This is an optimization exercise on Yosys and OpenROAD, whose aim is small area, a short achievable clock period and few clock cycles, not a production implementation.
The RTL was checked by simulation tests, not by an equivalence proof against the original design.
Power and IR drop assume default switching activity.

==> flow/flow/run.sh <==
#!/bin/bash
# The standard layout (the standard.sh: standard synthesis, floorplan,
# placement, CTS, routing), with two settings changed:
#  - port buffers are buf_4 cells instead of the default delay-buffer choice;
#  - CTS clusters sinks 30 at a time within 100 um and adds no dummy loads.
# All of standard.sh's output goes to standard.log in this folder.
set -euo pipefail
export BUFFER_PORTS_ARGS="-buffer_cell sky130_fd_sc_hd__buf_4"
export CTS_ARGS="-sink_clustering_enable -repair_clock_nets -sink_clustering_size 30 -sink_clustering_max_diameter 100 -dont_use_dummy_load"
bash standard.sh > standard.log 2>&1
==> flow/standard.sh <==
#!/bin/bash
# synth_recipe.tcl (not shown) runs the flow's synth.tcl, then flattens the netlist and writes it again
# the make line also repeats each setting of config.mk as NAME=value (left out here)
make -C /OpenROAD-flow-scripts/flow DESIGN_CONFIG=/design/flow/config.mk WORK_HOME=/design/flow/orfs CLKGATE_MAP_FILE= SYNTH_SCRIPT=/design/flow/synth_recipe.tcl "${@:-finish}"
==> flow/config.mk <==
export PLATFORM = sky130hd
export DESIGN_NAME = lcd_ctrl
export DESIGN_NICKNAME = lcd_ctrl
export VERILOG_FILES = /design/flow/design.v
export SDC_FILE = /design/flow/constraint.sdc
export NUM_CORES = 4
export LEC_CHECK = 0
export ABC_CLOCK_PERIOD_IN_PS = 2000
export CAP_MARGIN = 20
export CORE_MARGIN = 2
export CORE_UTILIZATION = 60
export CTS_CLUSTER_DIAMETER = 100
export CTS_CLUSTER_SIZE = 30
export SETUP_SLACK_MARGIN = 2.75
export SLEW_MARGIN = 20
==> flow/constraint.sdc <==
create_clock -name core_clock -period 4.5 [get_ports {clk}]
set_input_delay 0.9000 -clock core_clock [delete_from_list [all_inputs] [get_ports {clk}]]
set_output_delay 0.9000 -clock core_clock [all_outputs]
set_load 0.01 [all_outputs]
==> flow/design.v <==
module lcd_ctrl(clk, reset, datain, cmd, cmd_valid, dataout, output_valid, busy);
input           clk;
input           reset;
input   [7:0]   datain;
input   [2:0]   cmd;
input           cmd_valid;
output reg [7:0]   dataout;
output reg         output_valid;
output reg         busy;
localparam REFLASH     = 3'd0;
localparam LOAD_DATA   = 3'd1;
localparam SHIFT_RIGHT = 3'd2;
localparam SHIFT_LEFT  = 3'd3;
localparam SHIFT_UP    = 3'd4;
localparam SHIFT_DOWN  = 3'd5;
reg [7:0] ring [0:35];
reg       loading;       
reg       mv_r;          
reg       mr, ml, mu, md;  
reg [1:0] wa;            
reg [1:0] wb1, wb0;      
reg [1:0] row, col;      
reg       active;        
reg [1:0] jr, jc;        
reg [1:0] ra, rb;        
reg       pend;          
reg       lpend;         
wire accept  = cmd_valid & ~busy;
wire is_load = accept & (cmd == LOAD_DATA);
function [1:0] inc3(input [1:0] x);
    inc3 = (x == 2'd2) ? 2'd0 : x + 2'd1;
endfunction
function [1:0] dec3(input [1:0] x);
    dec3 = (x == 2'd0) ? 2'd2 : x - 2'd1;
endfunction
wire acc_mv = accept & (cmd != LOAD_DATA);
wire mr_n = acc_mv & (cmd == SHIFT_RIGHT) & (col != 2'd3);
wire ml_n = acc_mv & (cmd == SHIFT_LEFT)  & (col != 2'd0);
wire mu_n = acc_mv & (cmd == SHIFT_UP)    & (row != 2'd0);
wire md_n = acc_mv & (cmd == SHIFT_DOWN)  & (row != 2'd3);
wire mv_n = mu | md;      
wire m0   = ~(mr | ml | mu | md);
wire       b0z = (wb0 == 2'd0);
wire [1:0] wb1_dec = dec3(wb1);
wire [1:0] wb1_inc = inc3(wb1);
wire [1:0] na  = ({2{m0}} & (wa - 2'd1)) | ({2{mr}} & wa) |
                 ({2{ml}} & (wa - 2'd2)) | ({2{mv_n}} & (wa + 2'd1));
wire [1:0] nb0 = ({2{mr}} & wb0) | ({2{ml}} & inc3(wb0)) |
                 ({2{~(mr | ml)}} & dec3(wb0));
wire [1:0] nb1 = ({2{m0}} & (b0z ? wb1_dec : wb1)) |
                 ({2{mr}} & wb1) |
                 ({2{ml}} & ((wb0 == 2'd2) ? wb1 : wb1_dec)) |
                 ({2{mu}} & (b0z ? wb1 : wb1_inc)) |
                 ({2{md}} & (b0z ? wb1_inc : wb1_dec));
wire [1:0] wa_n  = is_load ? 2'd2 : na;
wire [1:0] wb1_n = is_load ? 2'd1 : nb1;
wire [1:0] wb0_n = is_load ? 2'd2 : nb0;
wire last    = active & (jr == 2'd2) & (jc == 2'd2);
wire free    = ~active | last;
wire aligned = mr ? (wb0 == 2'd0) : ml ? (wb0 == 2'd2) : (wb0 == 2'd1);
wire ld_rdy  = lpend & (wa == 2'd0) & (wb1 == 2'd0) & (wb0 == 2'd1);
wire ld_end  = (wa == 2'd3) & (wb1 == 2'd2) & (wb0 == 2'd0);
wire start   = free & (ld_rdy | ((pend | mv_r) & aligned));
wire       nxt_row = (jc == 2'd2);
wire [1:0] jr_c = nxt_row ? jr + 2'd1 : jr;
wire [1:0] jc_c = nxt_row ? 2'd0 : jc + 2'd1;
wire [1:0] ra_c = nxt_row ? ra - 2'd1 : ra;       
wire [1:0] rb_c = nxt_row ? inc3(rb) : rb;        
wire t8_c  = (ra_c == 2'd0) & (rb_c == 2'd2);
wire t9_c  = (ra_c == 2'd3) & (rb_c == 2'd0);
wire t10_c = (ra_c == 2'd2) & (rb_c == 2'd1);
wire unsafe_go = ((jr_c != 2'd2) & (jc_c != 2'd2) & t10_c) |
                 ((jr_c == 2'd0) & (jc_c != 2'd2) & t8_c) |
                 ((jr_c == 2'd0) & t9_c);
wire unsafe_start = ((na == 2'd0) & (nb1 == 2'd2)) |
                    ((na == 2'd3) & (nb1 == 2'd0)) |
                    ((na == 2'd2) & (nb1 == 2'd1));
wire pend_n    = (pend | mv_r) & ~start;
wire lpend_n   = is_load | (lpend & ~ld_rdy);
wire loading_n = is_load | (loading & ~ld_end);
wire busy_n    = accept | loading_n | pend_n | lpend_n |
                 (start ? unsafe_start : (active & ~last & unsafe_go));
always @(posedge clk or posedge reset) begin
    if (reset) begin
        active       <= 1'b0;
        pend         <= 1'b0;
        lpend        <= 1'b0;
        loading      <= 1'b0;
        mv_r         <= 1'b0;
        busy         <= 1'b0;
        output_valid <= 1'b0;
    end else begin
        active       <= start | (active & ~last);
        pend         <= pend_n;
        lpend        <= lpend_n;
        loading      <= loading_n;
        mv_r         <= acc_mv;
        busy         <= busy_n;
        output_valid <= active;
    end
end
reg [7:0] rdata;
integer t;
always @(*) begin
    rdata = 8'd0;
    for (t = 0; t < 12; t = t + 1)
        if (ra == ((3 * t) % 4) && rb == (t % 3))
            rdata = rdata | ring[3 * t];
end
always @(posedge clk) begin
    mr    <= mr_n;
    ml    <= ml_n;
    mu    <= mu_n;
    md    <= md_n;
    wa    <= wa_n;
    wb1   <= wb1_n;
    wb0   <= wb0_n;
    dataout <= rdata;
    if (start) begin
        jr <= 2'd0;
        jc <= 2'd0;
        ra <= na;
        rb <= nb1;
    end else begin
        jr <= jr_c;
        jc <= jc_c;
        ra <= ra_c;
        rb <= rb_c;
    end
    if (is_load) begin
        row <= 2'd2;
        col <= 2'd2;
    end else begin
        if (mr) col <= col + 2'd1;
        if (ml) col <= col - 2'd1;
        if (mu) row <= row - 2'd1;
        if (md) row <= row + 2'd1;
    end
end
integer i;
always @(posedge clk) begin
    for (i = 0; i < 35; i = i + 1)
        ring[i] <= ring[i + 1];
    ring[35] <= loading ? datain : ring[0];
end
endmodule
==> summary.txt <==
startpoint types=register; post-route cell area=0.00962 mm2; Async SR Flop Fraction=under 10%; Vias/cell=around 5.3; WP buf/inv=1; slowest stage delay, CP=0.42 ns; CP endpoint=busy; most frequently used flop master after synthesis=dfxtp_1; Design Power=~7.4 mW; Final GP Congestion=~0.79; wire length of the first global-routing pass=22900 um; Max VDD drop=between 300 and 400 uV; P&R area growth vs syn=14.4%; # diodes=0; pwr/cell area=around 770 mW/mm2; Finish-stage setup viols=0; Critical Setup Path Class=reg2out; Die Footprint=~0.015 mm2; Worst path depth=1; die extent in x=122 um; EDFF count, synth=0; Worst EP arrival=1.02 ns; crit-path cells=buf_6; Worst Tran Pin Value=a little under 0.7 ns; Initial Utilization=61.0%; Peak Freq=522 MHz; non-filler cells, final=821; worst reg2reg startpoint=wb0[0]; Core Box Area=0.0138 mm2; RSZ-0062 raised after global routing=yes; placed cells=776; Most flops, register=ring; DR iter-0 viols=358; Max Cap Viol=0; post-synthesis sequential area ratio=77.8%; Syn. warnings=2; Die Y-Extent=122 um; clk latency of the worst-skew pair=between 0.4 and 0.5 ns; Avg Inst Size Synth=14.2 um2; TritonRoute pass-1 iters=4; Required @ worst endpoint=3.60 ns; CP startpoint=busy; worst flop-to-flop path endpoint=busy; HP Class=reg2reg; layout cell share with drive strength beyond 1=20.6%; wirelength, routed=14600 um; Hold WS=0.316 ns; WL/cell=17.8 um; final period utilization=42.6%; Net count, final=673; number of global-route vias before repair=4422; Clock Pin Slew Worst Setup and Hold Paths=about 0.11 ns; Detailed Place HPWL=8410 um; detailed-route via count=4360; CP endpoint kind=primary output; pin count of the biggest net entering global routing=31; TritonCTS clock tree=built; Reg2Reg Setup Slack=2.61 ns; final slew viol count=0; placed cell area=0.00870 mm2; total CTS buffers=14; delay-heaviest family, CP=flip-flops; clk sinks=325; Worst slew margin=54.9%; worst-path fanout max=3; mapped cell area=0.00841 mm2; status=complete, no violations; Largest regs=ring x288, dataout x8; port bufs=23; Syn Nets=about 620; most frequent cells in the layout=302 x dfxtp_1, 37 x buf_4, 33 x nand2_1; CTS root buffer=clkbuf_16; fin crit period=roughly 1.9 ns; max reg flops=288; initial antenna violation count=0; commonest non-fill, non-tap cell in the layout=dfxtp_1; htree depth=1; clk_skew=0.0186 ns; Reg2Reg Depth=8; Distinct cells, synth=58; DR DRC count=0; Ports=24; Leak=3.90 nW; total negative setup slack=0 ns; synthesized flop and latch total=325; Final ANT Viol Nets=0; endpoints failing hold=0; total track usage=19.5%; Synth Instances=~590; # rows=43; CTS Buffer Depth=3; Critical-path top delay cell=dfrtp_1; aggregate global routing overflow=0
==> final cells by class <==
| class | count | area [um2] |
|---|---|---|
| Timing Repair Buffer | 56 | 528 |
| Multi-Input combinational cell | 230 | 1870 |
| Inverter | 16 | 71.3 |
| Clock buffer | 14 | 350 |
| Fill cell | 1006 | 4160 |
| Sequential cell | 325 | 6570 |
| Tap cell | 180 | 225 |
==> stage by stage <==
| step | util (%) | setup WS (ns) |
|---|---|---|
| after detailed placement | 63.2 | 2.34 |
| final | 69.8 | 2.58 |
| after floorplan | - | 2.76 |
| after global routing | 69.8 | 2.53 |
| after CTS | 69.0 | 2.56 |
| after global placement | 63.2 | 2.44 |
==> cell usage after synthesis (all sizes together) (3+ instances only) <==
cell type | number | area share (%)
nor2b | 5 | 0.37
o22ai | 3 | 0.22
mux2i | 5 | 0.60
nand3 | 12 | 0.71
a2111oi | 3 | 0.54
inv | 16 | 0.71
buf | 8 | 0.83
o21ai | 10 | 0.60
ha | 16 | 2.4
nor2 | 20 | 0.89
o211ai | 3 | 0.33
mux2 | 10 | 1.3
nand2 | 33 | 1.5
a22oi | 14 | 1.2
a21oi | 13 | 0.86
nand4 | 4 | 0.37
nand2b | 7 | 0.52
dfxtp | 318 | 76
clkbuf | 13 | 0.60
nor3 | 5 | 0.30
a311o | 4 | 0.48
xor2 | 3 | 0.31
dfrtp | 7 | 2.1
a221oi | 8 | 1.0
a222oi | 10 | 1.2
a22o | 8 | 0.83
a211oi | 5 | 0.45
==> kinds of logic after synthesis <==
family | synth area share, %
buf+inv | 2.14
simple gates | 5.98
fa+ha+maj | 2.38
mux | 1.93
compound gates | 9.24
flops | 77.8
xor+xnor | 0.521
==> where the power goes <==
group          internal, mW  switching (mW)  total, mW
combinational         0.873           0.871       1.74
sequential             3.86           0.469       4.33
clock                 0.564           0.776       1.34
==> per-layer routing <==
metal,part of all wire (%),vias to the layer above,track usage [%]
li1,-,2123,-
met1,49,2141,28.2
met2,46,79,30.9
met3,4.3,17,3.58
met4,1.2,0,4.60
met5,0,-,0
==> how the worst min path moves through the flow <==
stage                     slack, ns           to  cells after the start         from
final                          0.32   ring[9][4]                      0  ring[10][4]
after global routing           0.33   ring[9][4]                      0  ring[10][4]
after CTS                      0.32   ring[9][4]                      0  ring[10][4]
after detailed placement       0.31   ring[6][2]                      0   ring[7][2]
after global placement         0.31  ring[30][1]                      0  ring[31][1]
after floorplan                0.31   ring[0][0]                      0   ring[1][0]
==> repair_timing <==
action,4_1_cts,5_1_grt
hold buffers,0,0
pin swaps,13,7
gates cloned,1,0
buffers inserted,22,8
setup endpoints to repair,29,24
gates resized for setup,65,9
Testbench counts, summed over its fixed seeds: cycles 148,278.

==> port drivers added, routing unchanged <==
Ports are ideal in the flow. The routed layout listed here was re-timed in OpenROAD.
Step 1 sets driving cells, clkbuf_16 on the clock port and buf_2 on the other inputs (assumed; they add their load-dependent delay and slew).
Step 2, shift: input delay + t, output delay - t, t = (earliest + latest rising clock arrival at the registers) / 2. This alone moves slack from input paths to output paths.
Slacks: ideal ports / drivers / drivers and shift; pairs: ideal ports / drivers.
t (ns): 0.508
setup slack, ns: 2.585 / 2.543 / 2.564
hold slack, ns: 0.316 / 0.316 / 0.316
worst register clock-pin slew, ns: 0.11 / 0.11
After both steps setup and hold are still met in this run. The setup slack of this run moves by -0.042 ns with the drivers and by -0.021 ns with both steps.
